Background: an optimization exercise with open tools, aiming at a short achievable clock period and few clock cycles. Do not read the settings as production practice.
The RTL was checked by simulation tests, not by an equivalence proof against the original design.
Power is estimated from default activity; no workload was simulated.

==> flow/design.v (excerpt) <==
module core(
  input        clk,
  input        rst,
  output [31:0]instr_addr,
  input  [31:0]instr_data,
  output [31:0]ram_raddr,
  input  [31:0]ram_rdata,
  output [31:0]ram_waddr,
  output [31:0]ram_wdata,
  output       ram_we
);
For scale: about 3100 flip-flops.
clock: 12.0 ns
lec_check: 0
abc_clock_period_in_ps: 1500
cap_margin: 20
core_margin: 2
core_utilization: 40
slew_margin: 20
standard.sh (not shown) runs the stock make flow with config.mk's settings and CLKGATE_MAP_FILE= SYNTH_SCRIPT=/design/flow/synth_recipe.tcl, a recipe that flattens the netlist after the stock synthesis.
==> flow/flow/run.sh <==
#!/bin/bash
set -euo pipefail
bash standard.sh SETUP_SLACK_MARGIN=8 finish > flow_make.log 2>&1
The starting point ran to the end with no violations.
Testbench counts at the start, summed over its fixed seeds: cycles 314,772.
Rerun with:
==> flow/flow/run.sh (replaced) <==
#!/bin/bash
set -euo pipefail
bash standard.sh SETUP_SLACK_MARGIN=9.5 finish > flow_make.log 2>&1
- synthesized cell count stays the same
- via count came out higher by a few percent
- power came out higher by a little under a tenth
- worst hold slack improves by 0.051 ns
- sequential power is about the same

* * *

== oak ==
Another version of the RTL of core (not shown whole).
Size: about 200 I/O pins, ~0.14 sq mm of cells after synthesis.
clock: 12.0 ns
lec_check: 0
abc_clock_period_in_ps: 1500
cap_margin: 20
core_margin: 2
core_utilization: 60
slew_margin: 20
==> flow/flow/run.sh <==
#!/bin/bash
set -euo pipefail
bash standard.sh SETUP_SLACK_MARGIN=8 finish > flow_make.log 2>&1
Testbench counts of oak, summed over its fixed seeds: cycles 313,943.
Relative to oak, the following input files were edited for pine:
- a change of CORE_UTILIZATION from 60 to 40
Notes after the runs:
pine | status: complete | timing, DRC, antenna: pass. From oak to pine the numbers moved as follows: cell count went up by 13%, placed wire-length estimate has increased, synthesized cell count comparable, final critical delay including setup and external delays fell by 340 ps. Taking oak as the reference, in pine max-capacitance violation count closely matched the old numbers; power in the clock group moved up; first-pass GRT wire length went up by about 2.7%. Sort pine and oak by fraction of area in registers, descending, and oak comes first. Diff oak -> pine: area of the core went up about 50%, power after layout went up 0.80%, final worst setup slack went up 340 ps.
### pine -> birch
- swapping 40 for 50 in CORE_UTILIZATION
### Flow results
Fraction of power consumed by sequential logic: birch vs pine down 0.5 points. Sequential share of layout area (higher): birch. Taking pine as the reference, in birch worst reg-to-reg path cell count has decreased; post-route clock period utilization has remained practically unchanged; routed length on met1 has remained practically unchanged. birch finished every step from synthesis to the final layout, and the layout passed the timing, DRC and antenna checks. On birch: total clock buffers created by CTS is 10 higher than what pine gave. Looking only at non-filler instance count after layout, and setting everything else aside, the higher value of pine and birch goes to pine. Per the comparison of birch with pine, tightest hold margin shrank by 5.0 ps; number of nets in the finished design held steady; area of all placed cells without fillers shrank by 760 sq um.

* * *

## run M
Another version of the RTL of core (not shown whole).
Size: ~8500 cells after synthesis, roughly 3000 flip-flops, roughly 200 I/O pins, about 140000 um^2 of cells after synthesis.
==> flow/design.v (excerpt) <==
module core(
  input        clk,
  input        rst,
  output [31:0]instr_addr,
  input  [31:0]instr_data,
  output [31:0]ram_raddr,
  input  [31:0]ram_rdata,
  output [31:0]ram_waddr,
  output [31:0]ram_wdata,
  output       ram_we
);
localparam [6:0] OPC_IMM  = 7'b0010011;
localparam [6:0] OPC_REG  = 7'b0110011;
localparam [6:0] OPC_LD   = 7'b0000011;
localparam [6:0] OPC_ST   = 7'b0100011;
localparam [6:0] OPC_BR   = 7'b1100011;
localparam [6:0] OPC_JAL  = 7'b1101111;
localparam [6:0] OPC_JALR = 7'b1100111;
reg  [31:0]pc;
reg        d_v;
reg  [31:0]d_ir;
reg  [31:0]d_pc;
reg  [31:0]d_pred;
reg        d_hit;
reg   [1:0]d_ctr;
reg        e_v;
reg  [31:0]e_a, e_b, e_s;
reg        e_fwsl;
reg   [7:0]e_op;       
reg        e_alt;
reg   [2:0]e_f3;
reg        e_br, e_jal, e_jalr, e_ld, e_st, e_wen, e_link;
reg   [4:0]e_rd;
reg  [11:0]e_pcl;      
reg  [31:0]e_pc1;      
reg  [31:0]e_tgt;      
reg  [31:0]e_pred;     
reg  [31:0]e_pmi;      
reg        e_hit;
reg   [1:0]e_ctr;
reg        e_call, e_ret;
reg        m_wen, m_ld;
reg   [4:0]m_rd;
  ...
Settings: LEC_CHECK=0, ABC_CLOCK_PERIOD_IN_PS=1500, CAP_MARGIN=20, CORE_MARGIN=2, CORE_UTILIZATION=50, SLEW_MARGIN=20; clock period 12.0 ns.
Scripts as last shown in full above: flow/flow/run.sh
Testbench counts of run M, summed over its fixed seeds: cycles 312,174.
For run A, these inputs were changed with respect to run M:
Settings: swapping 50 for 60 in CORE_UTILIZATION.
==> run notes <==
- Run A vs run M: cell area down slightly
- Between run A and run M, the setup skew after layout is lower for run M.
- Per-cell routed wire length delta for run A relative to run M: 2.4% higher

[re-timing with driven ports]
The results above use ideal ports. As a check the final layouts listed here were re-extracted and re-timed, cells and wires unchanged. Step 1 assumes that a clkbuf_16 drives the clock port and a buf_2 every other input. Step 2 also shifts input and output timing later by t, the mid clock arrival at the registers, as if the neighbouring blocks saw the same clock. Three values: ideal ports, drivers, drivers and shift; two values: the first two.
run	shift t [ns]	slack for setup (ns)	clock arrival spread, ns	worst register clock-pin slew, ns	cell pins on the clock port's net
the first run of note 1	1.010	7.488 / 7.488 / 6.955	0.076 / 0.076	0.08 / 0.08	1
the second run of note 1	1.018	7.404 / 7.404 / 7.301	0.095 / 0.094	0.07 / 0.07	1
oak	1.024	7.502 / 7.502 / 7.099	0.117 / 0.117	0.07 / 0.07	1
pine	1.003	7.842 / 7.800 / 6.930	0.068 / 0.068	0.07 / 0.07	1
birch	0.991	7.836 / 7.836 / 7.043	0.086 / 0.086	0.08 / 0.08	1
run M	0.999	7.688 / 7.688 / 7.138	0.084 / 0.084	0.07 / 0.07	1
run A	1.014	7.638 / 7.638 / 6.984	0.100 / 0.100	0.07 / 0.07	1
After both steps setup and hold are still met in every run listed. The setup slack of pine, which loses most, moves by -0.042 ns with the drivers and by -0.912 ns with both steps.
